From an optimization exercise on the open Yosys and OpenROAD flow, aimed at small area; shortcuts taken in it are not production practice.
Function was not checked in any run shown here: the RTL went through the layout flow alone.

==> flow/design.v (outline; a module is shown in full before it is edited, if it fits) <==
// module Cordic: 1693 lines
module Cordic(input clk, input signed [15:0] Xin, input signed [15:0] Yin, output signed [15:0] norm, output signed [15:0] inclination);
  // ...
==> flow/flow/run.sh <==
#!/bin/bash
# Layout flow: the standard ORFS flow (same config.mk, same synth_recipe.tcl,
# same registers), except that
#  - flow/premap.py first maps the RTL's explicit full/half adders (wires fs/fc,
#    hs/hc) onto sky130 fa_1/ha_1 cells, so Yosys's adder extraction and its
#    generic "abc -fast" pass are not needed (ADDER_MAP_FILE empty,
#    SYNTH_ARGS=-noabc); ABC still maps all the other logic;
#  - the port buffers that ORFS puts on every input and output are buf_1.
# Each tool's output goes to a log file in this folder (and ORFS's own logs
# under orfs/logs).
set -euo pipefail
W=$(pwd)
python3 flow/premap.py design.v premapped.v > premap.log 2>&1
export SYNTH_ARGS=-noabc
export BUFFER_PORTS_ARGS="-buffer_cell sky130_fd_sc_hd__buf_1"
make -C "$FLOW_HOME" DESIGN_CONFIG="$W/config.mk" WORK_HOME="$W/orfs" CLKGATE_MAP_FILE= \
  SYNTH_SCRIPT="$W/synth_recipe.tcl" VERILOG_FILES="$W/premapped.v" ADDER_MAP_FILE= \
  finish > make.log 2>&1
R="$W/orfs/results/$FLOW_PLATFORM/Cordic/base"
: # left out here: write the final layout as DEF
==> flow/flow/premap.py <==
#!/usr/bin/env python3
"""Replace the full/half adders of the generated RTL (wires fs<n>/fc<n> and
hs<n>/hc<n> with the same operands) by sky130 fa_1/ha_1 cell instances, so that
synthesis keeps them as written.  Everything else, including every register, is
left as it is.  Usage: premap.py design.v out.v"""
import re, sys
src = open(sys.argv[1]).read()
pat = re.compile(r'^\s*wire\s+(f[sc]|h[sc])(\d+)\s*=\s*(.*?);\s*$', re.M)
fa_s, fa_c, ha_s, ha_c = {}, {}, {}, {}
for m in pat.finditer(src):
    kind, num, e = m.group(1), m.group(2), m.group(3)
    name = kind + num
    if kind == 'fs':
        ops = [x.strip() for x in e.split('^')]
        assert len(ops) == 3, e
        fa_s[tuple(sorted(ops))] = (name, ops)
    elif kind == 'fc':
        mm = re.match(r'\((\S+) & (\S+)\) \| \((\S+) & \((\S+) \^ (\S+)\)\)$', e)
        assert mm, e
        ops = [mm.group(1), mm.group(2), mm.group(3)]
        fa_c[tuple(sorted(ops))] = (name, ops)
    elif kind == 'hs':
        ops = [x.strip() for x in e.split('^')]
        ha_s[tuple(sorted(ops))] = (name, ops)
    else:
        ops = [x.strip() for x in e.split('&')]
        ha_c[tuple(sorted(ops))] = (name, ops)
mapped = set(); cells = []
k = 0
for key, (sn, ops) in fa_s.items():
    if key in fa_c:
        cn = fa_c[key][0]
        mapped |= {sn, cn}
        cells.append('  sky130_fd_sc_hd__fa_1 pfa%d (.A(%s), .B(%s), .CIN(%s), .SUM(%s), .COUT(%s));' % (k, ops[0], ops[1], ops[2], sn, cn))
        k += 1
for key, (sn, ops) in ha_s.items():
    if key in ha_c:
        cn = ha_c[key][0]
        mapped |= {sn, cn}
        cells.append('  sky130_fd_sc_hd__ha_1 pha%d (.A(%s), .B(%s), .SUM(%s), .COUT(%s));' % (k, ops[0], ops[1], sn, cn))
        k += 1
def repl(m):
    name = m.group(1) + m.group(2)
    if name in mapped: return '  wire %s;' % name
    return m.group(0)
out = pat.sub(repl, src)
out = out.replace('endmodule', '\n'.join(cells) + '\nendmodule', 1)
open(sys.argv[2], 'w').write(out)
print('premap: %d cells, %d wires' % (k, len(mapped)))
==> flow/standard.sh <==
#!/bin/bash
# synth_recipe.tcl (not shown) runs the flow's synth.tcl, then flattens the netlist and writes it again
# the make line also repeats each setting of config.mk as NAME=value (left out here)
make -C /OpenROAD-flow-scripts/flow DESIGN_CONFIG=/design/flow/config.mk WORK_HOME=/design/flow/orfs CLKGATE_MAP_FILE= SYNTH_SCRIPT=/design/flow/synth_recipe.tcl "${@:-finish}"
==> flow/config.mk <==
export PLATFORM = sky130hd
export DESIGN_NAME = Cordic
export DESIGN_NICKNAME = Cordic
export VERILOG_FILES = /design/flow/design.v
export SDC_FILE = /design/flow/constraint.sdc
export NUM_CORES = 4
export LEC_CHECK = 0
export CAP_MARGIN = 20
export CORE_MARGIN = 2
export CORE_UTILIZATION = 40
export CTS_BUF_LIST = sky130_fd_sc_hd__clkbuf_8
export CTS_CLUSTER_DIAMETER = 100
export CTS_CLUSTER_SIZE = 16
export SLEW_MARGIN = 20
==> flow/constraint.sdc <==
create_clock -name core_clock -period 7.0 [get_ports {clk}]
set_input_delay 1.4000 -clock core_clock [delete_from_list [all_inputs] [get_ports {clk}]]
set_output_delay 1.4000 -clock core_clock [all_outputs]
set_load 0.01 [all_outputs]
==> results.ini, run 1 <==
[outcome]
status = timing/DRC/antenna clean

[yosys]
synth_compound_area_share_pct = 1.82
synth-adder-area-share_pct = 37.7
synthDistinctLibCells = 46
synth_simple_gate_area_share_pct = 2.62
synth_top_area_share_pct = 41.4
synth_xor_area_share_pct = 12.2

[place]
pre_cts_ws_ns = -0.0425
hpwl_mm = 17.5

[worst_setup_path]
worst_setup_path_start_kind = flop
required_ns = 7.49
cp.buffers_inverters = 0

[timing]
drv_slew = 0
setup-violations-final = 0
setup_slack_ns = 0.238

[drt]
drcViolationCount = 0
ant_nets = 0
wl_mm = 20.6
drtPass1Iterations = 4

[cells_and_area]
layout_commonest_cell = dfxtp_1
area_delta_synth_final_pct = 7.95
final_area_um2 = 15900
buf_share_pct = 2.54
n_antenna_cell = 0
largest_class = multi-input combinational cells

[global_routing]
grt_pass1_wl_mm = 35.0
grt-busiest-layer = met2
grt_antenna_before_repair = 0
grtUsageMet2_pct = 22.8
grt_max_degree = 19
grt_use_met1_pct = 11.5
grt-ovfl-total = 0
use_met3_pct = 1.77

[floorplanning]
initial_utilization_pct = 40.4

[clock_network]
clkTransAtPathRegs_ns = 0.10
cts_tree = yes
cts-resized-gates = 12
post-cts-setup-buffer-count = 0

[worst_hold_path]
hold_path_class = reg2reg

==> run 2, diff against run 1 <==
--- a/flow/design.v
+++ b/flow/design.v
@@ -10,7 +10,4 @@
   reg r9_16;
-  reg r1_20;
-  reg r1_22;
+  reg r1_23;
   reg r1_25;
-  reg r1_26;
-  reg r1_27;
   reg r1_28;
@@ -19,15 +16,15 @@
   reg r1_32;
-  reg r2_32;
-  reg r3_32;
-  reg r4_32;
-  reg r5_32;
-  reg r6_32;
-  reg r7_32;
-  reg r8_32;
-  reg r9_32;
-  reg r1_34;
+  reg r2_33;
+  reg r3_33;
+  reg r4_33;
+  reg r5_33;
+  reg r6_33;
+  reg r7_33;
+  reg r8_33;
+  reg r9_33;
   reg r1_35;
   reg r1_49;
-  reg r1_65;
-  reg r1_80;
+  reg r1_64;
+  reg r1_81;
+  reg r1_82;
   reg r1_84;
@@ -48,7 +45,11 @@
   reg r1_122;
-  reg r1_123;
-  reg r1_124;
-  reg r1_130;
-  reg r1_136;
+  reg r1_125;
+  reg r1_128;
+  reg r1_131;
+  reg r1_134;
+  reg r1_135;
   reg r1_139;
+  reg r1_145;
+  reg r1_148;
+  reg r2_149;
   reg r2_152;
@@ -82,3 +83,4 @@
   reg r2_213;
-  reg r2_214;
+  reg r3_218;
+  reg r3_221;
   reg r3_225;
@@ -97,5 +99,4 @@
   reg r2_267;
-  reg r3_285;
+  reg r3_269;
   reg r3_286;
-  reg r3_287;
   reg r4_287;
@@ -118,14 +119,11 @@
   reg r3_312;
-  reg r3_314;
-  reg r3_316;
-  reg r3_317;
+  reg r3_313;
   reg r3_318;
   reg r3_321;
-  reg r3_331;
-  reg r3_334;
-  reg r3_349;
+  reg r3_343;
+  reg r3_346;
   reg r3_352;
-  reg r3_358;
-  reg r3_361;
-  reg r3_377;
+  reg r3_362;
+  reg r3_363;
+  reg r3_376;
   reg r4_377;
@@ -135,11 +133,13 @@
   reg r8_377;
-  reg r9_377;
   reg r3_379;
+  reg r3_380;
   reg r3_381;
+  reg r3_383;
   reg r3_384;
   reg r3_385;
-  reg r3_386;
-  reg r3_387;
+  reg r3_388;
   reg r3_390;
+  reg r3_391;
   reg r3_392;
+  reg r9_395;
   reg r4_397;
@@ -160,4 +160,4 @@
   reg r4_427;
-  reg r3_429;
   reg r3_430;
+  reg r3_433;
   reg r4_481;
@@ -200,3 +200,7 @@
   reg r4_539;
-  reg r5_584;
+  reg r5_583;
+  reg r6_584;
+  reg r7_584;
+  reg r8_584;
+  reg r9_584;
   reg r5_591;
@@ -211,6 +215,3 @@
   reg r5_600;
-  reg r6_601;
-  reg r7_601;
-  reg r8_601;
-  reg r9_601;
+  reg r6_607;
   reg r6_609;
@@ -248,5 +249,3 @@
   reg r6_705;
-  reg r6_707;
-  reg r6_708;
-  reg r7_719;
+  reg r6_706;
   reg r7_721;
@@ -259,5 +258,5 @@
   reg r6_751;
-  reg r7_799;
-  reg r8_799;
-  reg r9_799;
+  reg r7_782;
+  reg r8_782;
+  reg r9_782;
   reg r7_801;
@@ -270,6 +269,6 @@
   reg r7_815;
-  reg r7_816;
-  reg r8_829;
+  reg r7_817;
+  reg r7_818;
   reg r8_831;
-  reg r8_944;
+  reg r9_833;
   reg r8_948;
@@ -281,7 +280,8 @@
   reg r8_974;
-  reg r8_975;
-  reg r8_1040;
-  reg r8_1041;
+  reg r8_978;
+  reg r8_979;
+  reg r8_1032;
+  reg r8_1034;
+  reg r8_1036;
   reg r9_1041;
-  reg r8_1042;
   reg r8_1043;
@@ -295,4 +295,5 @@
   reg r8_1072;
-  reg r8_1073;
   reg r9_1077;
+  reg r8_1079;
+  reg r8_1080;
   reg r9_1083;
@@ -339,3 +340,3 @@
   wire n32 = Yin[15];
-  wire n33 = r9_16 ^ r9_32;
+  wire n33 = r1_16 ^ r1_32;
   wire n34 = n16;
@@ -372,3 +373,3 @@
   wire n65 = n15 ^ n34;
-  wire n66 = r1_16 ^ r1_34;
+  wire n66 = n16 ^ n34;
   wire n67 = ~n51;
@@ -386,4 +387,4 @@
   wire n79 = ~n63;
-  wire n80 = ~n64;
-  wire n81 = ~r1_65;
+  wire n80 = ~r1_64;
+  wire n81 = ~n65;
   wire n82 = ~n66;
@@ -416,7 +417,7 @@
   wire fc109 = (n48 & n79) | (fc107 & (n48 ^ n79));
-  wire fs110 = r1_49 ^ r1_80 ^ r1_109;
-  wire fc111 = (r1_49 & r1_80) | (r1_109 & (r1_49 ^ r1_80));
-  wire fs112 = n50 ^ n81 ^ fc111;
-  wire fc113 = (n50 & n81) | (fc111 & (n50 ^ n81));
-  wire hs114 = n82 ^ fc113;
+  wire fs110 = r1_49 ^ n80 ^ r1_109;
+  wire fc111 = (r1_49 & n80) | (r1_109 & (r1_49 ^ n80));
+  wire fs112 = n50 ^ r1_81 ^ fc111;
+  wire fc113 = (n50 & r1_81) | (fc111 & (n50 ^ r1_81));
+  wire hs114 = r1_82 ^ fc113;
   wire n116 = r1_32 ^ r1_84;
@@ -430,16 +431,16 @@
   wire n124 = n19 ~^ n35;
-  wire fs125 = r1_90 ^ r1_123 ^ r1_124;
-  wire fc126 = (r1_90 & r1_123) | (r1_124 & (r1_90 ^ r1_123));
-  wire n127 = r1_20 ~^ r1_35;
-  wire fs128 = r1_92 ^ fc126 ^ n127;
-  wire fc129 = (r1_92 & fc126) | (n127 & (r1_92 ^ fc126));
+  wire fs125 = fs90 ^ fc123 ^ n124;
+  wire fc126 = (fs90 & fc123) | (n124 & (fs90 ^ fc123));
+  wire n127 = n20 ~^ n35;
+  wire fs128 = fs92 ^ fc126 ^ n127;
+  wire fc129 = (fs92 & fc126) | (n127 & (fs92 ^ fc126));
   wire n130 = n21 ~^ n35;
-  wire fs131 = r1_94 ^ fc129 ^ r1_130;
-  wire fc132 = (r1_94 & fc129) | (r1_130 & (r1_94 ^ fc129));
-  wire n133 = r1_22 ~^ r1_35;
-  wire fs134 = r1_96 ^ fc132 ^ n133;
-  wire fc135 = (r1_96 & fc132) | (n133 & (r1_96 ^ fc132));
-  wire n136 = n23 ~^ n35;
-  wire fs137 = r1_98 ^ fc135 ^ r1_136;
-  wire fc138 = (r1_98 & fc135) | (r1_136 & (r1_98 ^ fc135));
+  wire fs131 = fs94 ^ fc129 ^ n130;
+  wire fc132 = (fs94 & fc129) | (n130 & (fs94 ^ fc129));
+  wire n133 = n22 ~^ n35;
+  wire fs134 = fs96 ^ fc132 ^ n133;
+  wire fc135 = (fs96 & fc132) | (n133 & (fs96 ^ fc132));
+  wire n136 = r1_23 ~^ r1_35;
+  wire fs137 = r1_98 ^ r1_135 ^ n136;
+  wire fc138 = (r1_98 & r1_135) | (n136 & (r1_98 ^ r1_135));
   wire n139 = n24 ~^ n35;
@@ -450,8 +451,8 @@
   wire fc144 = (r1_102 & fc141) | (n142 & (r1_102 ^ fc141));
-  wire n145 = r1_26 ~^ r1_35;
-  wire fs146 = r1_104 ^ fc144 ^ n145;
-  wire fc147 = (r1_104 & fc144) | (n145 & (r1_104 ^ fc144));
-  wire n148 = r1_27 ~^ r1_35;
-  wire fs149 = r1_106 ^ fc147 ^ n148;
-  wire fc150 = (r1_106 & fc147) | (n148 & (r1_106 ^ fc147));
+  wire n145 = n26 ~^ n35;
+  wire fs146 = r1_104 ^ fc144 ^ r1_145;
+  wire fc147 = (r1_104 & fc144) | (r1_145 & (r1_104 ^ fc144));
+  wire n148 = n27 ~^ n35;
+  wire fs149 = r1_106 ^ fc147 ^ r1_148;
+  wire fc150 = (r1_106 & fc147) | (r1_148 & (r1_106 ^ fc147));
   wire n151 = r1_28 ~^ r1_35;
@@ -494,12 +495,12 @@
   wire fc189 = (n168 & fc186) | (n187 & (n168 ^ fc186));
-  wire n190 = ~fs125;
+  wire n190 = ~r1_125;
   wire fs191 = n169 ^ fc189 ^ n190;
   wire fc192 = (n169 & fc189) | (n190 & (n169 ^ fc189));
-  wire n193 = ~fs128;
+  wire n193 = ~r1_128;
   wire fs194 = n170 ^ fc192 ^ n193;
   wire fc195 = (n170 & fc192) | (n193 & (n170 ^ fc192));
-  wire n196 = ~fs131;
+  wire n196 = ~r1_131;
   wire fs197 = n171 ^ fc195 ^ n196;
   wire fc198 = (n171 & fc195) | (n196 & (n171 ^ fc195));
-  wire n199 = ~fs134;
+  wire n199 = ~r1_134;
   wire fs200 = n172 ^ fc198 ^ n199;
@@ -518,5 +519,5 @@
   wire fc213 = (n176 & fc210) | (n211 & (n176 ^ fc210));
-  wire n214 = ~fs149;
-  wire fs215 = r2_177 ^ r2_213 ^ r2_214;
-  wire fc216 = (r2_177 & r2_213) | (r2_214 & (r2_177 ^ r2_213));
+  wire n214 = ~r2_149;
+  wire fs215 = r2_177 ^ r2_213 ^ n214;
+  wire fc216 = (r2_177 & r2_213) | (n214 & (r2_177 ^ r2_213));
   wire n217 = ~r2_152;
@@ -535,10 +536,10 @@
   wire fc231 = (r1_122 & n166) | (n229 & (r1_122 ^ n166));
-  wire fs232 = fs125 ^ n167 ^ fc231;
-  wire fc233 = (fs125 & n167) | (fc231 & (fs125 ^ n167));
-  wire fs234 = fs128 ^ n168 ^ fc233;
-  wire fc235 = (fs128 & n168) | (fc233 & (fs128 ^ n168));
-  wire fs236 = fs131 ^ n169 ^ fc235;
-  wire fc237 = (fs131 & n169) | (fc235 & (fs131 ^ n169));
-  wire fs238 = fs134 ^ n170 ^ fc237;
-  wire fc239 = (fs134 & n170) | (fc237 & (fs134 ^ n170));
+  wire fs232 = r1_125 ^ n167 ^ fc231;
+  wire fc233 = (r1_125 & n167) | (fc231 & (r1_125 ^ n167));
+  wire fs234 = r1_128 ^ n168 ^ fc233;
+  wire fc235 = (r1_128 & n168) | (fc233 & (r1_128 ^ n168));
+  wire fs236 = r1_131 ^ n169 ^ fc235;
+  wire fc237 = (r1_131 & n169) | (fc235 & (r1_131 ^ n169));
+  wire fs238 = r1_134 ^ n170 ^ fc237;
+  wire fc239 = (r1_134 & n170) | (fc237 & (r1_134 ^ n170));
   wire fs240 = fs137 ^ n171 ^ fc239;
@@ -588,3 +589,3 @@
   wire n286 = fs256 ^ n271;
-  wire n287 = r2_16 ^ n269;
+  wire n287 = r3_16 ^ r3_269;
   wire n288 = r2_163 ~^ n268;
@@ -615,9 +616,9 @@
   wire fc313 = (fs215 & n285) | (fc311 & (fs215 ^ n285));
-  wire fs314 = fs218 ^ n286 ^ fc313;
-  wire fc315 = (fs218 & n286) | (fc313 & (fs218 ^ n286));
-  wire hs316 = fs221 ^ fc315;
-  wire hc317 = fs221 & fc315;
+  wire fs314 = r3_218 ^ r3_286 ^ r3_313;
+  wire fc315 = (r3_218 & r3_286) | (r3_313 & (r3_218 ^ r3_286));
+  wire hs316 = r3_221 ^ fc315;
+  wire hc317 = r3_221 & fc315;
   wire n318 = r2_158 ~^ fc222;
-  wire hs319 = r3_317 ^ r3_318;
-  wire hc320 = r3_317 & r3_318;
+  wire hs319 = hc317 ^ r3_318;
+  wire hc320 = hc317 & r3_318;
   wire n321 = r2_161 ~^ n224;
@@ -662,5 +663,5 @@
   wire fc361 = (n223 & n284) | (fc359 & (n223 ^ n284));
-  wire fs362 = r3_225 ^ r3_285 ^ r3_361;
-  wire fc363 = (r3_225 & r3_285) | (r3_361 & (r3_225 ^ r3_285));
-  wire fs364 = r3_225 ^ r3_286 ^ fc363;
+  wire fs362 = n225 ^ n285 ^ fc361;
+  wire fc363 = (n225 & n285) | (fc361 & (n225 ^ n285));
+  wire fs364 = r3_225 ^ r3_286 ^ r3_363;
   wire n366 = ~fs221 & n283;
@@ -676,3 +677,3 @@
   wire n376 = n225 ^ n375;
-  wire n377 = n269 ^ n376;
+  wire n377 = r3_269 ^ r3_376;
   wire n378 = n225 ~^ n375;
@@ -681,18 +682,18 @@
   wire n381 = fs327 ^ n379;
-  wire n383 = r3_334 ^ r3_379;
+  wire n383 = fs334 ^ n379;
   wire n384 = fs337 ^ n379;
   wire n385 = fs340 ^ n379;
-  wire n386 = fs343 ^ n379;
-  wire n387 = fs346 ^ n379;
-  wire n388 = r3_349 ^ r3_379;
+  wire n386 = r3_343 ^ r3_379;
+  wire n387 = r3_346 ^ r3_379;
+  wire n388 = fs349 ^ n379;
   wire n389 = r3_352 ^ r3_379;
   wire n390 = fs355 ^ n379;
-  wire n391 = r3_358 ^ r3_379;
+  wire n391 = fs358 ^ n379;
   wire n392 = fs360 ^ n379;
-  wire n393 = fs362 ^ r3_379;
+  wire n393 = r3_362 ^ r3_379;
   wire n394 = fs364 ^ r3_379;
-  wire n395 = r9_16 ^ r9_377;
-  wire n396 = r3_377;
-  wire fs397 = r3_290 ^ n383 ^ n396;
-  wire fc398 = (r3_290 & n383) | (n396 & (r3_290 ^ n383));
+  wire n395 = r8_16 ^ r8_377;
+  wire n396 = n377;
+  wire fs397 = r3_290 ^ r3_383 ^ n396;
+  wire fc398 = (r3_290 & r3_383) | (n396 & (r3_290 ^ r3_383));
   wire fs399 = r3_292 ^ r3_384 ^ fc398;
@@ -701,8 +702,8 @@
   wire fc402 = (r3_294 & r3_385) | (fc400 & (r3_294 ^ r3_385));
-  wire fs403 = r3_296 ^ r3_386 ^ fc402;
-  wire fc404 = (r3_296 & r3_386) | (fc402 & (r3_296 ^ r3_386));
-  wire fs405 = r3_298 ^ r3_387 ^ fc404;
-  wire fc406 = (r3_298 & r3_387) | (fc404 & (r3_298 ^ r3_387));
-  wire fs407 = r3_300 ^ n388 ^ fc406;
-  wire fc408 = (r3_300 & n388) | (fc406 & (r3_300 ^ n388));
+  wire fs403 = r3_296 ^ n386 ^ fc402;
+  wire fc404 = (r3_296 & n386) | (fc402 & (r3_296 ^ n386));
+  wire fs405 = r3_298 ^ n387 ^ fc404;
+  wire fc406 = (r3_298 & n387) | (fc404 & (r3_298 ^ n387));
+  wire fs407 = r3_300 ^ r3_388 ^ fc406;
+  wire fc408 = (r3_300 & r3_388) | (fc406 & (r3_300 ^ r3_388));
   wire fs409 = r3_302 ^ n389 ^ fc408;
@@ -711,4 +712,4 @@
   wire fc412 = (r3_304 & r3_390) | (fc410 & (r3_304 ^ r3_390));
-  wire fs413 = r3_306 ^ n391 ^ fc412;
-  wire fc414 = (r3_306 & n391) | (fc412 & (r3_306 ^ n391));
+  wire fs413 = r3_306 ^ r3_391 ^ fc412;
+  wire fc414 = (r3_306 & r3_391) | (fc412 & (r3_306 ^ r3_391));
   wire fs415 = r3_308 ^ r3_392 ^ fc414;
@@ -719,6 +720,6 @@
   wire fc420 = (r3_312 & n394) | (fc418 & (r3_312 ^ n394));
-  wire hs421 = r3_314 ^ fc420;
-  wire hc422 = r3_314 & fc420;
-  wire hs423 = r3_316 ^ hc422;
-  wire hc424 = r3_316 & hc422;
+  wire hs421 = fs314 ^ fc420;
+  wire hc422 = fs314 & fc420;
+  wire hs423 = hs316 ^ hc422;
+  wire hc424 = hs316 & hc422;
   wire hs425 = hs319 ^ hc424;
@@ -726,3 +727,3 @@
   wire hs427 = hs322 ^ hc426;
-  wire n429 = fs296 ^ n380;
+  wire n429 = r3_296 ^ r3_380;
   wire n430 = fs296 & n380;
@@ -730,9 +731,9 @@
   wire fc432 = (r3_298 & r3_381) | (r3_430 & (r3_298 ^ r3_381));
-  wire n433 = r3_331 ~^ r3_379;
-  wire fs434 = r3_300 ^ fc432 ^ n433;
-  wire fc435 = (r3_300 & fc432) | (n433 & (r3_300 ^ fc432));
+  wire n433 = fs331 ~^ n379;
+  wire fs434 = r3_300 ^ fc432 ^ r3_433;
+  wire fc435 = (r3_300 & fc432) | (r3_433 & (r3_300 ^ fc432));
   wire n436 = ~r3_302;
   wire n437 = ~fc435;
-  wire fs438 = n383 ^ n436 ^ n437;
-  wire fc439 = (n383 & n436) | (n437 & (n383 ^ n436));
+  wire fs438 = r3_383 ^ n436 ^ n437;
+  wire fc439 = (r3_383 & n436) | (n437 & (r3_383 ^ n436));
   wire n440 = ~r3_304;
@@ -744,14 +745,14 @@
   wire n446 = ~r3_308;
-  wire fs447 = r3_386 ^ fc445 ^ n446;
-  wire fc448 = (r3_386 & fc445) | (n446 & (r3_386 ^ fc445));
+  wire fs447 = n386 ^ fc445 ^ n446;
+  wire fc448 = (n386 & fc445) | (n446 & (n386 ^ fc445));
   wire n449 = ~r3_310;
-  wire fs450 = r3_387 ^ fc448 ^ n449;
-  wire fc451 = (r3_387 & fc448) | (n449 & (r3_387 ^ fc448));
+  wire fs450 = n387 ^ fc448 ^ n449;
+  wire fc451 = (n387 & fc448) | (n449 & (n387 ^ fc448));
   wire n452 = ~r3_312;
-  wire fs453 = n388 ^ fc451 ^ n452;
-  wire fc454 = (n388 & fc451) | (n452 & (n388 ^ fc451));
-  wire n455 = ~r3_314;
+  wire fs453 = r3_388 ^ fc451 ^ n452;
+  wire fc454 = (r3_388 & fc451) | (n452 & (r3_388 ^ fc451));
+  wire n455 = ~fs314;
   wire fs456 = n389 ^ fc454 ^ n455;
   wire fc457 = (n389 & fc454) | (n455 & (n389 ^ fc454));
-  wire n458 = ~r3_316;
+  wire n458 = ~hs316;
   wire fs459 = r3_390 ^ fc457 ^ n458;
@@ -759,4 +760,4 @@
   wire n461 = ~hs319;
-  wire fs462 = n391 ^ fc460 ^ n461;
-  wire fc463 = (n391 & fc460) | (n461 & (n391 ^ fc460));
+  wire fs462 = r3_391 ^ fc460 ^ n461;
+  wire fc463 = (r3_391 & fc460) | (n461 & (r3_391 ^ fc460));
   wire n464 = ~hs322;
@@ -767,4 +768,4 @@
   wire fs469 = n394 ^ n464 ^ fc468;
-  wire n471 = ~hs319 & n391;
-  wire n472 = hs319 & ~n391;
+  wire n471 = ~hs319 & r3_391;
+  wire n472 = hs319 & ~r3_391;
   wire n473 = (~hs322 & r3_392) | (n471 & (~hs322 ^ r3_392));
@@ -780,3 +781,3 @@
   wire n483 = n481;
-  wire n484 = r3_429 ^ n483;
+  wire n484 = n429 ^ n483;
   wire n485 = fs431 ^ n483;
@@ -877,3 +878,3 @@
   wire n583 = r4_427 ^ n582;
-  wire n584 = n482 ^ n583;
+  wire n584 = r5_482 ^ r5_583;
   wire n585 = n583;
@@ -893,4 +894,4 @@
   wire n600 = fs571 ^ n585;
-  wire n601 = r5_16 ^ r5_584;
-  wire n602 = r5_584;
+  wire n601 = r9_16 ^ r9_584;
+  wire n602 = n584;
   wire fs603 = r5_501 ^ r5_591 ^ n602;
@@ -974,3 +975,3 @@
   wire n683 = r5_531 ^ n682;
-  wire n684 = r5_584 ^ n683;
+  wire n684 = n584 ^ n683;
   wire n685 = n683;
@@ -996,6 +997,6 @@
   wire fc706 = (fs605 & n693) | (fc704 & (fs605 ^ n693));
-  wire fs707 = fs607 ^ n694 ^ fc706;
-  wire fc708 = (fs607 & n694) | (fc706 & (fs607 ^ n694));
-  wire fs709 = r6_609 ^ r6_695 ^ r6_708;
-  wire fc710 = (r6_609 & r6_695) | (r6_708 & (r6_609 ^ r6_695));
+  wire fs707 = r6_607 ^ r6_694 ^ r6_706;
+  wire fc708 = (r6_607 & r6_694) | (r6_706 & (r6_607 ^ r6_694));
+  wire fs709 = r6_609 ^ r6_695 ^ fc708;
+  wire fc710 = (r6_609 & r6_695) | (fc708 & (r6_609 ^ r6_695));
   wire fs711 = r6_611 ^ r6_696 ^ fc710;
@@ -1072,3 +1073,3 @@
   wire n798 = fs769 ^ n783;
-  wire n799 = r6_16 ^ n782;
+  wire n799 = r9_16 ^ r9_782;
   wire n800 = n782;
@@ -1078,4 +1079,4 @@
   wire fc804 = (r6_705 & n792) | (fc802 & (r6_705 ^ n792));
-  wire fs805 = r6_707 ^ n793 ^ fc804;
-  wire fc806 = (r6_707 & n793) | (fc804 & (r6_707 ^ n793));
+  wire fs805 = fs707 ^ n793 ^ fc804;
+  wire fc806 = (fs707 & n793) | (fc804 & (fs707 ^ n793));
   wire fs807 = fs709 ^ n794 ^ fc806;
@@ -1090,6 +1091,6 @@
   wire fc816 = (fs717 & n798) | (fc814 & (fs717 ^ n798));
-  wire hs817 = r7_719 ^ r7_816;
-  wire hc818 = r7_719 & r7_816;
-  wire hs819 = r7_721 ^ hc818;
-  wire hc820 = r7_721 & hc818;
+  wire hs817 = fs719 ^ fc816;
+  wire hc818 = fs719 & fc816;
+  wire hs819 = r7_721 ^ r7_818;
+  wire hc820 = r7_721 & r7_818;
   wire hs821 = r7_723 ^ hc820;
@@ -1105,7 +1106,7 @@
   wire hs831 = r7_733 ^ hc830;
-  wire n833 = r9_16 ~^ r9_482;
-  wire fs834 = r9_287 ^ n395 ^ n833;
-  wire fc835 = (r9_287 & n395) | (n833 & (r9_287 ^ n395));
-  wire fs836 = r9_601 ^ r9_799 ^ fs834;
-  wire fc837 = (r9_601 & r9_799) | (fs834 & (r9_601 ^ r9_799));
+  wire n833 = r8_16 ~^ r8_482;
+  wire fs834 = r9_287 ^ r9_395 ^ r9_833;
+  wire fc835 = (r9_287 & r9_395) | (r9_833 & (r9_287 ^ r9_395));
+  wire fs836 = n601 ^ n799 ^ fs834;
+  wire fc837 = (n601 & n799) | (fs834 & (n601 ^ n799));
   wire fs838 = r9_701 ^ fc835 ^ fc837;
@@ -1114,4 +1115,4 @@
   wire n841 = r9_180 & r9_287;
-  wire fs842 = r9_601 ^ n833 ^ n840;
-  wire fc843 = (r9_601 & n833) | (n840 & (r9_601 ^ n833));
+  wire fs842 = n601 ^ r9_833 ^ n840;
+  wire fc843 = (n601 & r9_833) | (n840 & (n601 ^ r9_833));
   wire n844 = fc839 ^ fs842;
@@ -1122,6 +1123,6 @@
   wire hc850 = n845 & n848;
-  wire n851 = n395 ^ n499;
-  wire n852 = n395 & n499;
-  wire fs853 = r9_799 ^ n847 ^ n851;
-  wire fc854 = (r9_799 & n847) | (n851 & (r9_799 ^ n847));
+  wire n851 = r9_395 ^ n499;
+  wire n852 = r9_395 & n499;
+  wire fs853 = n799 ^ n847 ^ n851;
+  wire fc854 = (n799 & n847) | (n851 & (n799 ^ n847));
   wire n855 = hc850 ^ fs853;
@@ -1134,6 +1135,6 @@
   wire n863 = n856 & ~fs860;
-  wire n864 = r9_601 ^ n858;
-  wire n865 = r9_601 & n858;
-  wire fs866 = r9_799 ^ fc861 ^ n864;
-  wire fc867 = (r9_799 & fc861) | (n864 & (r9_799 ^ fc861));
+  wire n864 = n601 ^ n858;
+  wire n865 = n601 & n858;
+  wire fs866 = n799 ^ fc861 ^ n864;
+  wire fc867 = (n799 & fc861) | (n864 & (n799 ^ fc861));
   wire n868 = n863 ^ fs866;
@@ -1145,6 +1146,6 @@
   wire fc874 = (fc867 & fs870) | (n872 & (fc867 ^ fs870));
-  wire n876 = ~r9_180 & n395;
-  wire n877 = r9_180 ~^ n395;
-  wire fs878 = r9_601 ^ fc871 ^ n877;
-  wire fc879 = (r9_601 & fc871) | (n877 & (r9_601 ^ fc871));
+  wire n876 = ~r9_180 & r9_395;
+  wire n877 = r9_180 ~^ r9_395;
+  wire fs878 = n601 ^ fc871 ^ n877;
+  wire fc879 = (n601 & fc871) | (n877 & (n601 ^ fc871));
   wire n880 = fc874 ^ fs878;
@@ -1157,4 +1158,4 @@
   wire n888 = n881 & ~fs885;
-  wire fs889 = r9_180 ^ n395 ^ n883;
-  wire fc890 = (r9_180 & n395) | (n883 & (r9_180 ^ n395));
+  wire fs889 = r9_180 ^ r9_395 ^ n883;
+  wire fc890 = (r9_180 & r9_395) | (n883 & (r9_180 ^ r9_395));
   wire n891 = ~n888;
@@ -1171,4 +1172,4 @@
   wire n903 = ~hc902;
-  wire fs904 = n33 ^ n899 ^ n903;
-  wire fc905 = (n33 & n899) | (n903 & (n33 ^ n899));
+  wire fs904 = r9_33 ^ n899 ^ n903;
+  wire fc905 = (r9_33 & n899) | (n903 & (r9_33 ^ n899));
   wire n906 = r9_16 ^ fc905;
@@ -1192,4 +1193,4 @@
   wire fc925 = (fc919 & fc921) | (fs922 & (fc919 ^ fc921));
-  wire fs926 = r7_807 ^ r7_813 ^ hs817;
-  wire fc927 = (r7_807 & r7_813) | (hs817 & (r7_807 ^ r7_813));
+  wire fs926 = r7_807 ^ r7_813 ^ r7_817;
+  wire fc927 = (r7_807 & r7_813) | (r7_817 & (r7_807 ^ r7_813));
   wire fs928 = fc923 ^ fc925 ^ fs926;
@@ -1200,4 +1201,4 @@
   wire fc933 = (fc927 & fc929) | (fs930 & (fc927 ^ fc929));
-  wire fs934 = r7_811 ^ hs817 ^ hs821;
-  wire fc935 = (r7_811 & hs817) | (hs821 & (r7_811 ^ hs817));
+  wire fs934 = r7_811 ^ r7_817 ^ hs821;
+  wire fc935 = (r7_811 & r7_817) | (hs821 & (r7_811 ^ r7_817));
   wire fs936 = fc931 ^ fc933 ^ fs934;
@@ -1212,4 +1213,4 @@
   wire fc945 = (fc939 & fc941) | (fs942 & (fc939 ^ fc941));
-  wire fs946 = hs817 ^ hs823 ^ hs827;
-  wire fc947 = (hs817 & hs823) | (hs827 & (hs817 ^ hs823));
+  wire fs946 = r7_817 ^ hs823 ^ hs827;
+  wire fc947 = (r7_817 & hs823) | (hs827 & (r7_817 ^ hs823));
   wire fs948 = fc943 ^ fc945 ^ fs946;
@@ -1244,9 +1245,9 @@
   wire hc977 = r8_973 & r8_974;
-  wire n978 = r8_829 ^ r8_975;
-  wire n979 = ~r8_829 & r8_975;
-  wire hs980 = hc977 ^ n978;
-  wire hc981 = hc977 & n978;
+  wire n978 = hs829 ^ n975;
+  wire n979 = ~hs829 & n975;
+  wire hs980 = hc977 ^ r8_978;
+  wire hc981 = hc977 & r8_978;
   wire n982 = ~hc981;
-  wire fs983 = r8_831 ^ n979 ^ n982;
-  wire fc984 = (r8_831 & n979) | (n982 & (r8_831 ^ n979));
+  wire fs983 = r8_831 ^ r8_979 ^ n982;
+  wire fc984 = (r8_831 & r8_979) | (n982 & (r8_831 ^ r8_979));
   wire n986 = ~r7_801 & ~r7_803;
@@ -1291,14 +1292,14 @@
   wire fc1037 = (fs920 & fs936) | (n1035 & (fs920 ^ fs936));
-  wire n1038 = ~fs1036;
-  wire fs1039 = fs952 ^ fc1032 ^ n1038;
-  wire fc1040 = (fs952 & fc1032) | (n1038 & (fs952 ^ fc1032));
-  wire n1041 = n1034 ^ fs1039;
-  wire n1042 = n1034 & ~fs1039;
+  wire n1038 = ~r8_1036;
+  wire fs1039 = r8_952 ^ r8_1032 ^ n1038;
+  wire fc1040 = (r8_952 & r8_1032) | (n1038 & (r8_952 ^ r8_1032));
+  wire n1041 = r8_1034 ^ fs1039;
+  wire n1042 = r8_1034 & ~fs1039;
   wire fs1043 = fs924 ^ fs940 ^ fc1037;
   wire fc1044 = (fs924 & fs940) | (fc1037 & (fs924 ^ fs940));
-  wire n1045 = ~r8_1040;
+  wire n1045 = ~fc1040;
   wire fs1046 = r8_959 ^ r8_1043 ^ n1045;
   wire fc1047 = (r8_959 & r8_1043) | (n1045 & (r8_959 ^ r8_1043));
-  wire hs1048 = r8_1042 ^ fs1046;
-  wire hc1049 = r8_1042 & fs1046;
+  wire hs1048 = n1042 ^ fs1046;
+  wire hc1049 = n1042 & fs1046;
   wire fs1050 = fs928 ^ fs944 ^ fc1044;
@@ -1332,6 +1333,6 @@
   wire hc1078 = hc1070 & fs1075;
-  wire fs1079 = r8_944 ^ r8_966 ^ r8_1073;
-  wire fc1080 = (r8_944 & r8_966) | (r8_1073 & (r8_944 ^ r8_966));
-  wire fs1081 = fs983 ^ fc1076 ^ fs1079;
-  wire fc1082 = (fs983 & fc1076) | (fs1079 & (fs983 ^ fc1076));
+  wire fs1079 = fs944 ^ hs966 ^ fc1073;
+  wire fc1080 = (fs944 & hs966) | (fc1073 & (fs944 ^ hs966));
+  wire fs1081 = fs983 ^ fc1076 ^ r8_1079;
+  wire fc1082 = (fs983 & fc1076) | (r8_1079 & (fs983 ^ fc1076));
   wire hs1083 = hc1078 ^ fs1081;
@@ -1340,4 +1341,4 @@
   wire n1087 = r8_948 ~^ r8_972;
-  wire fs1088 = fc984 ^ fc1080 ^ n1087;
-  wire fc1089 = (fc984 & fc1080) | (n1087 & (fc984 ^ fc1080));
+  wire fs1088 = fc984 ^ r8_1080 ^ n1087;
+  wire fc1089 = (fc984 & r8_1080) | (n1087 & (fc984 ^ r8_1080));
   wire fs1090 = fc1082 ^ hc1084 ^ fs1088;
@@ -1392,7 +1393,4 @@
     r9_16 <= r8_16;
-    r1_20 <= n20;
-    r1_22 <= n22;
+    r1_23 <= n23;
     r1_25 <= n25;
-    r1_26 <= n26;
-    r1_27 <= n27;
     r1_28 <= n28;
@@ -1401,15 +1399,15 @@
     r1_32 <= n32;
-    r2_32 <= r1_32;
-    r3_32 <= r2_32;
-    r4_32 <= r3_32;
-    r5_32 <= r4_32;
-    r6_32 <= r5_32;
-    r7_32 <= r6_32;
-    r8_32 <= r7_32;
-    r9_32 <= r8_32;
-    r1_34 <= n34;
+    r2_33 <= n33;
+    r3_33 <= r2_33;
+    r4_33 <= r3_33;
+    r5_33 <= r4_33;
+    r6_33 <= r5_33;
+    r7_33 <= r6_33;
+    r8_33 <= r7_33;
+    r9_33 <= r8_33;
     r1_35 <= n35;
     r1_49 <= n49;
-    r1_65 <= n65;
-    r1_80 <= n80;
+    r1_64 <= n64;
+    r1_81 <= n81;
+    r1_82 <= n82;
     r1_84 <= fs84;
@@ -1430,7 +1428,11 @@
     r1_122 <= fs122;
-    r1_123 <= fc123;
-    r1_124 <= n124;
-    r1_130 <= n130;
-    r1_136 <= n136;
+    r1_125 <= fs125;
+    r1_128 <= fs128;
+    r1_131 <= fs131;
+    r1_134 <= fs134;
+    r1_135 <= fc135;
     r1_139 <= n139;
+    r1_145 <= n145;
+    r1_148 <= n148;
+    r2_149 <= fs149;
     r2_152 <= fs152;
@@ -1464,3 +1466,4 @@
     r2_213 <= fc213;
-    r2_214 <= n214;
+    r3_218 <= fs218;
+    r3_221 <= fs221;
     r3_225 <= n225;
@@ -1479,6 +1482,5 @@
     r2_267 <= n267;
-    r3_285 <= n285;
+    r3_269 <= n269;
     r3_286 <= n286;
-    r3_287 <= n287;
-    r4_287 <= r3_287;
+    r4_287 <= n287;
     r5_287 <= r4_287;
@@ -1500,15 +1502,12 @@
     r3_312 <= fs312;
-    r3_314 <= fs314;
-    r3_316 <= hs316;
-    r3_317 <= hc317;
+    r3_313 <= fc313;
     r3_318 <= n318;
     r3_321 <= n321;
-    r3_331 <= fs331;
-    r3_334 <= fs334;
-    r3_349 <= fs349;
+    r3_343 <= fs343;
+    r3_346 <= fs346;
     r3_352 <= fs352;
-    r3_358 <= fs358;
-    r3_361 <= fc361;
-    r3_377 <= n377;
-    r4_377 <= r3_377;
+    r3_362 <= fs362;
+    r3_363 <= fc363;
+    r3_376 <= n376;
+    r4_377 <= n377;
     r5_377 <= r4_377;
@@ -1517,11 +1516,13 @@
     r8_377 <= r7_377;
-    r9_377 <= r8_377;
     r3_379 <= n379;
+    r3_380 <= n380;
     r3_381 <= n381;
+    r3_383 <= n383;
     r3_384 <= n384;
     r3_385 <= n385;
-    r3_386 <= n386;
-    r3_387 <= n387;
+    r3_388 <= n388;
     r3_390 <= n390;
+    r3_391 <= n391;
     r3_392 <= n392;
+    r9_395 <= n395;
     r4_397 <= fs397;
@@ -1542,4 +1543,4 @@
     r4_427 <= hs427;
-    r3_429 <= n429;
     r3_430 <= n430;
+    r3_433 <= n433;
     r4_481 <= n481;
@@ -1582,3 +1583,7 @@
     r4_539 <= n539;
-    r5_584 <= n584;
+    r5_583 <= n583;
+    r6_584 <= n584;
+    r7_584 <= r6_584;
+    r8_584 <= r7_584;
+    r9_584 <= r8_584;
     r5_591 <= n591;
@@ -1593,6 +1598,3 @@
     r5_600 <= n600;
-    r6_601 <= n601;
-    r7_601 <= r6_601;
-    r8_601 <= r7_601;
-    r9_601 <= r8_601;
+    r6_607 <= fs607;
     r6_609 <= fs609;
@@ -1630,5 +1632,3 @@
     r6_705 <= fs705;
-    r6_707 <= fs707;
-    r6_708 <= fc708;
-    r7_719 <= fs719;
+    r6_706 <= fc706;
     r7_721 <= hs721;
@@ -1641,5 +1641,5 @@
     r6_751 <= fc751;
-    r7_799 <= n799;
-    r8_799 <= r7_799;
-    r9_799 <= r8_799;
+    r7_782 <= n782;
+    r8_782 <= r7_782;
+    r9_782 <= r8_782;
     r7_801 <= fs801;
@@ -1652,6 +1652,6 @@
     r7_815 <= fs815;
-    r7_816 <= fc816;
-    r8_829 <= hs829;
+    r7_817 <= hs817;
+    r7_818 <= hc818;
     r8_831 <= hs831;
-    r8_944 <= fs944;
+    r9_833 <= n833;
     r8_948 <= fs948;
@@ -1663,7 +1663,8 @@
     r8_974 <= n974;
-    r8_975 <= n975;
-    r8_1040 <= fc1040;
-    r8_1041 <= n1041;
-    r9_1041 <= r8_1041;
-    r8_1042 <= n1042;
+    r8_978 <= n978;
+    r8_979 <= n979;
+    r8_1032 <= fc1032;
+    r8_1034 <= n1034;
+    r8_1036 <= fs1036;
+    r9_1041 <= n1041;
     r8_1043 <= fs1043;
@@ -1677,4 +1678,5 @@
     r8_1072 <= fs1072;
-    r8_1073 <= fc1073;
     r9_1077 <= hs1077;
+    r8_1079 <= fs1079;
+    r8_1080 <= fc1080;
     r9_1083 <= hs1083;
==> run 2 against run 1 <==
  * Register-to-register slack improved by 0.06 ns
  * Synthesized cell count fell by 0.57%
  * Routed wire length rose by 3.0%
  * Fmax rose by 0.21%
  * Sequential cell count rose by 1
  * Via count fell by 1.3%
  * Cell count fell by 0.19%
  * Critical endpoint is now inclination[15]
  * Largest cell class unchanged
==> results.ini, run 2 <==
[floorplanning]
dieArea_um2 = 38200
initial_utilization_pct = 40.3  ; -0.085 points
die_w_um = 195
num_rows = 70
num_io_pins = 65
die_h_um = 195
core_region_area_um2 = 36300

[timing]
setup-violations-final = 0  ; unchanged
grt_setup_unrepaired = false
fin_crit_ns = 6.75
worst_pin_slew_ns = 0.709
fin_crit_sh_pct = 96.4
hold_viol_final = 0
setup_slack_ns = 0.253  ; +0.0144 ns
drv_slew = 0  ; unchanged
fin_skew_ns = 0.0214
fmax_ghz = 0.148
slew_headroom_pct = 52.4

[drt]
wl_mm = 21.3  ; +3.0%
ant_nets = 0  ; unchanged
drtIter0Drc = 107
avgViaCountPerCell = 4.20
dr_total_vias = 6690
wl_per_cell_um = 13.4
drcViolationCount = 0  ; unchanged
drtPass1Iterations = 4  ; unchanged

[clock_network]
clockRootBuffer = clkbuf_8
clkTransAtPathRegs_ns = 0.09  ; about the same
numCtsBuffers = 23
clock-sinks = 305
clock_latency_ns = 0.55
htree_levels = 1
clock_path_buffers = 3
cts_tree = yes

[worst_setup_path]
worstSetupPathType = reg2out
reg2regPathDepth = 16
cp.arrival_ns = 5.35
cp_max_fo = 3
crit_path_end_kind = output pin
worst_setup_path_start_kind = flop
required_ns = 5.60  ; -1.89 ns

[cells_and_area]
n_antenna_cell = 0  ; unchanged
final_area_um2 = 15900  ; -0.17%
final_core_util_pct = 43.6
regArea_um2 = 6110
area_delta_synth_final_pct = 8.25
most-common-layout-cells = dfxtp_1 (303), fa_1 (231), xnor2_1 (105), inv_1 (104), xor2_1 (93)
nNetsFinal = 1449
fin_cells = 1593
layout_commonest_cell = dfxtp_1
multiInputGateArea_um2 = 8000
drive_gt1_share_pct = 6.76
nFillCells = 3334

[worst_hold_path]
hold_path_class = reg2reg
whs_path_depth = 0

[yosys]
syn-cell-area_um2 = 14600
syn_nets = 1375
synth_seq_cells = 305
synth_common_cells = dfxtp_1 (305), fa_1 (245), xnor2_1 (106)
syn_avg_cell_area_um2 = 13.9
netlist_instances = 1051
ys_warn_count = 1
synth-edff-count = 0
synth_top_area_share_pct = 41.7  ; +0.32 points
yosysMostFrequentCell = dfxtp_1
ys.flop_type = dfxtp_1
seq_area_frac_synth_pct = 41.7
synthTopCellsByArea = dfxtp_1 (42%), fa_1 (33%), xnor2_1 (6.3%)
synth.largest_area_cell = dfxtp_1
synthDistinctLibCells = 43  ; -6.5%
postSynth.asyncResetShare_pct = 0

[place]
hpwl_mm = 18.0  ; +2.9%
dp.cells = 1565
gp_congestion = 0.778
port_buffers = 63
placed_area_um2 = 15400
pre_cts_ws_ns = -0.0806  ; -0.0381 ns

[outcome]
status = timing/DRC/antenna clean

[global_routing]
grt_pass1_wl_mm = 36.1  ; +2.9%
grtUsageMet2_pct = 23.8  ; +0.94 points
grt_use_met1_pct = 12.3  ; +0.83 points
grt_antenna_before_repair = 0  ; unchanged
grt-busiest-layer = met2
grt_pass1_vias = 7568
grt-ovfl-total = 0  ; unchanged
grtUsageTotal_pct = 11.8
use_met3_pct = 1.68  ; -0.095 points
grt_max_degree = 17  ; -2

[run]
cap_viol_max_count = 0

[run 2: changes by cell type after synthesis, moves of 3 or more]
cell      change
clkbuf_1      +4
xor2_1        +4
mux2i_1       +4
a22oi_1       -3
nor2_1        -4
inv_1         +5
xnor2_1       -4
o21a_1        -4
[run 2: cells by family (layout without fill, tap and decap cells)]
logic type | count (synthesis) | count (layout) | share of synthesized area (%)
buffers and inverters | 141 | 215 | 4.17
AOI/OAI and AO/OA | 27 | 27 | 1.29
and+or+nand+nor | 73 | 73 | 2.50
other | 1 | 1 | 0.0256
muxes | 4 | 4 | 0.273
adders and majority gates | 298 | 298 | 37.9
xor gates and xnor gates | 202 | 202 | 12.1
DFF | 305 | 305 | 41.7
[run 2: cell type report]
| type | count | area share [%] |
|---|---|---|
| Tap cell | 468 | 3.69 |
| Clock inverter | 1 | 0.103 |
| Multi-Input combinational cell | 605 | 50.5 |
| Inverter | 105 | 2.49 |
| Timing Repair Buffer | 85 | 2.62 |
| Clock buffer | 24 | 2.08 |
| Sequential cell | 305 | 38.5 |
[run 2: timing repair]
| item | CTS | global route |
|---|---|---|
| gates resized for setup | 8 | 16 |
| pin swaps | 1 | 10 |
| setup buffers | 2 | 1 |
| hold buffers | 0 | 0 |
| endpoints found under the setup margin | 2 | 5 |
| cloned | 0 | 0 |
[run 2: path summary, 6_finish.rpt]
path | from | to | slack (ns)
worst min register to register | r7_16 | r8_16 | 0.33
worst max-delay path | r9_16 | inclination[15] | 0.25
worst min-delay path | r7_16 | r8_16 | 0.33
worst max register to register | r7_805 | r8_1079 | 0.30
[run 2: layer usage]
layer | up-vias | part of all wire (%)
li1 | 3306 | -
met5 | - | 0
met2 | 84 | 56
met3 | 39 | 2.4
met4 | 0 | 3.7
met1 | 3261 | 38
[run 2: worst max-delay path, cell delays in order, from the launching register on]
cell and delay, ns:
dfxtp_2 0.34, xnor2_2 0.18, inv_2 0.07, fa_2 0.37, and3_4 0.19, fa_2 0.36, fa_2 0.36, fa_1 0.45
or3_4 0.39, fa_2 0.39, or3_4 0.35, fa_2 0.39, nor2_2 0.11, ha_1 0.14, inv_1 0.04, fa_1 0.37
xor2_1 0.16, buf_2 0.15
[run 2: per-stage QoR]
stage	hold WS (ns)	setup TNS, ns
6_report	0.332	0
5_1_grt	0.343	0
2_1_floorplan	0.310	-0.00514
3_5_place_dp	0.312	-0.0864
3_3_place_gp	0.313	-0.0513
4_1_cts	0.334	0

afterwards: timing with drivers on the ports:
How much do the figures lean on ideal ports? The routed layouts below were timed once more, with nothing changed but the port constraints.
Step 1, drivers: a clkbuf_16 drives clk and a buf_2 each remaining input, both assumed.
Step 2 also shifts input and output timing later by t, the mid clock arrival at the registers, as if the neighbouring blocks saw the same clock.
a / b / c = ideal ports / drivers / drivers and shift; a / b = the first two.
run	t, ns	setup slack, ns	worst setup path after step 2	clock arrival spread, ns	worst data-port slew with drivers (ns)
run 1	0.587	0.238 / 0.209 / -0.006	input to register	0.019 / 0.019	0.03
run 2	0.585	0.253 / 0.205 / -0.035	input to register	0.026 / 0.026	0.05
With both steps, setup timing fails in run 1 and run 2, where it was met with ideal ports. The setup slack of run 2, which loses most, moves by -0.048 ns with the drivers and by -0.288 ns with both steps.
